Context: an optimization exercise on an open-source flow, tuned for small area and a short achievable clock period. The choices shown serve that exercise and are no tape-out recipe.
Function was checked by simulation only, so behaviour that the tests miss may differ from the original.
Power is estimated from default activity; no workload was simulated.

branch onyx:
==> module rbFIFO, before the edit <==
module rbFIFO(clock,rst,dataIn,push,pop,dataOut,full,empty);
    input         clock;
    input         rst;
    input  [63:0] dataIn;
    input         push;
    input         pop;
    output [63:0] dataOut;
    output        full;
    output        empty;
    reg    [63:0] mem [1:31];
    reg    [63:0] dout;
    reg     [4:0] rt;         
    reg     [4:0] rh;         
    reg    [31:1] rsel;       
    reg    [31:1] wsel;       
    reg           full;
    reg           empty;
    reg           ram_empty;  
    reg           afull;      
    function [4:0] inc;
        input [4:0] s;
        inc = {s[3:0], s[4] ^ s[2]};
    endfunction
    wire ram_one = (inc(rh) == rt);          
    wire ram_29  = (inc(inc(rt)) == rh);     
    reg [31:1] hcur, hnxt, tcur, tnxt;       
    integer i;
    always @* begin
        for (i = 1; i < 32; i = i + 1) begin
            hcur[i]      = (rh == i);
            hnxt[inc(i)] = (rh == i);
            tcur[i]      = (rt == i);
            tnxt[inc(i)] = (rt == i);
        end
    end
    wire push_eff = push & ~full;
    wire pop_eff  = pop & ~empty & ~push_eff;
    wire tadv     = push_eff & ~empty;       
    wire hadv     = pop_eff & ~ram_empty;    
    wire full_n      = ~rst & (push_eff ? afull : (~pop_eff & full));
    wire empty_n     = rst | (~push_eff & (pop_eff ? ram_empty : empty));
    wire ram_empty_n = rst | (push_eff ? empty : (pop_eff ? (ram_empty | ram_one) : ram_empty));
    wire afull_n     = ~rst & (push_eff ? ram_29 : (pop_eff ? full : afull));
    always @(posedge clock) begin
        full      <= full_n;
        empty     <= empty_n;
        ram_empty <= ram_empty_n;
        afull     <= afull_n;
        if (rst) begin
            rt <= 5'd1;
            rh <= 5'd1;
        end else begin
            if (tadv) rt <= inc(rt);
            if (hadv) rh <= inc(rh);
        end
        rsel <= (hadv ? hnxt : hcur) & {31{~ram_empty_n}};
        if (rst)
            wsel <= 31'd1;
        else
            wsel <= (tadv ? tnxt : tcur) & {31{~full_n}};
    end
    always @(posedge clock) begin
        for (i = 1; i < 32; i = i + 1)
            if (wsel[i]) mem[i] <= dataIn;
    end
    wire [63:0] wd [0:31];
    wire [31:0] sd;
    genvar g, b;
    generate
        for (g = 1; g < 32; g = g + 1) begin : gw
            assign wd[g-1] = mem[g];
            assign sd[g-1] = rsel[g];
        end
    endgenerate
    assign wd[31] = dataIn;
    assign sd[31] = ram_empty;
    wire [63:0] rdata;
    wire  [3:0] load_q;
    generate
        for (g = 0; g < 4; g = g + 1) begin : gl
            rbfifo_load ul (.push(push), .pop(pop), .full(full), .empty(empty),
                            .ram_empty(ram_empty), .load(load_q[g]));
        end
    endgenerate
    wire [63:0] dout_n;
    generate
        for (b = 0; b < 64; b = b + 1) begin : gb
            wire [11:0] n;
            for (g = 0; g < 10; g = g + 1) begin : gs
                rbfifo_aoi222 u (.a0(wd[3*g][b]), .s0(sd[3*g]),
                                 .a1(wd[3*g+1][b]), .s1(sd[3*g+1]),
                                 .a2(wd[3*g+2][b]), .s2(sd[3*g+2]),
                                 .y(n[g]));
            end
            assign n[10] = ~(wd[30][b] & sd[30]);
            assign n[11] = ~(wd[31][b] & sd[31]);
            assign rdata[b] = ~&n;
            rbfifo_mux2 um (.a(dout[b]), .b(rdata[b]), .s(load_q[b/16]), .y(dout_n[b]));
        end
    endgenerate
    always @(posedge clock)
        dout <= dout_n;
    assign dataOut = dout;
endmodule
==> module rbfifo_load, before the edit <==
module rbfifo_load(push, pop, full, empty, ram_empty, load);
    input  push, pop, full, empty, ram_empty;
    output load;
    assign load = empty | (pop & ~empty & ~(push & ~full) & ~ram_empty);
endmodule
clock: 5.5 ns
lec_check: 0
cap_margin: 20
core_margin: 2
core_utilization: 72
cts_cluster_diameter: 80
cts_cluster_size: 24
setup_slack_margin: 3.15
slew_margin: 20
synth_hierarchical: 1
synth_minimum_keep_size: 0
run.sh (not shown) runs the stock make flow with config.mk's settings and CLKGATE_MAP_FILE= SYNTH_SCRIPT=/design/flow/synth_recipe.tcl, a recipe that flattens the netlist after the stock synthesis.
What branch pepper does differently from branch onyx at the input level:
-- flow/design.v --
<<< branch onyx, line 38
    wire tadv     = push_eff & ~empty;       
    wire hadv     = pop_eff & ~ram_empty;    
    wire full_n      = ~rst & (push_eff ? afull : (~pop_eff & full));
    wire empty_n     = rst | (~push_eff & (pop_eff ? ram_empty : empty));
>>> branch pepper, line 38
    wire tadv     = push_eff & ~empty;       
    wire hadv     = pop_eff & ~ram_empty;    
    wire load     = empty | hadv;            
    wire full_n      = ~rst & (push_eff ? afull : (~pop_eff & full));
    wire empty_n     = rst | (~push_eff & (pop_eff ? ram_empty : empty));
<<< branch onyx, line 76
    assign sd[31] = ram_empty;
    wire [63:0] rdata;
    wire  [3:0] load_q;
    generate
        for (g = 0; g < 4; g = g + 1) begin : gl
            rbfifo_load ul (.push(push), .pop(pop), .full(full), .empty(empty),
                            .ram_empty(ram_empty), .load(load_q[g]));
        end
    endgenerate
    wire [63:0] dout_n;
    generate
>>> branch pepper, line 77
    assign sd[31] = ram_empty;
    wire [63:0] rdata;
    wire [63:0] dout_n;
    generate
<<< branch onyx, line 96
            assign n[11] = ~(wd[31][b] & sd[31]);
            assign rdata[b] = ~&n;
            rbfifo_mux2 um (.a(dout[b]), .b(rdata[b]), .s(load_q[b/16]), .y(dout_n[b]));
        end
    endgenerate
>>> branch pepper, line 90
            assign n[11] = ~(wd[31][b] & sd[31]);
            assign rdata[b] = ~&n;
            rbfifo_mux2 um (.a(dout[b]), .b(rdata[b]), .s(load), .y(dout_n[b]));
        end
    endgenerate
<<< branch onyx, line 113
    assign y = s ? b : a;
endmodule
module rbfifo_load(push, pop, full, empty, ram_empty, load);
    input  push, pop, full, empty, ram_empty;
    output load;
    assign load = empty | (pop & ~empty & ~(push & ~full) & ~ram_empty);
endmodule
>>> branch pepper, line 107
    assign y = s ? b : a;
endmodule
==> comparison <==
On total die area, branch onyx tracks branch pepper almost exactly.
When branch pepper is measured against branch onyx, its sequential cell area share turns out 0.18 points lower.
Worst reg2reg path depth in branch pepper is 2 above branch onyx.
Delta (branch pepper minus branch onyx): switching power summed over all nets roughly the same; design area has remained practically unchanged; pin count of the biggest net entering global routing picked up an extra about 6%.

[port drivers added, routing unchanged]
No port has a modelled driver above. Below, the same layouts with a new extraction and two added sets of constraints. Step 1 assumes that a clkbuf_16 drives the clock port and a buf_2 every other input. Step 2 also shifts input and output timing later by t, the mid clock arrival at the registers, as if the neighbouring blocks saw the same clock. Slacks: no drivers / after step 1 / after step 2; pairs: no drivers / after step 1.
run | shift t [ns] | setup slack, ns | latest minus earliest clock arrival (ns) | worst register clock-pin slew, ns
branch onyx | 0.806 | 3.040 / 3.040 / 2.452 | 0.029 / 0.029 | 0.10 / 0.10
branch pepper | 0.779 | 3.133 / 3.100 / 2.422 | 0.031 / 0.030 | 0.10 / 0.10
After both steps every run listed still meets setup and hold. For branch pepper, which loses most, drivers alone change the setup slack by -0.033 ns; drivers and shift together by -0.711 ns.
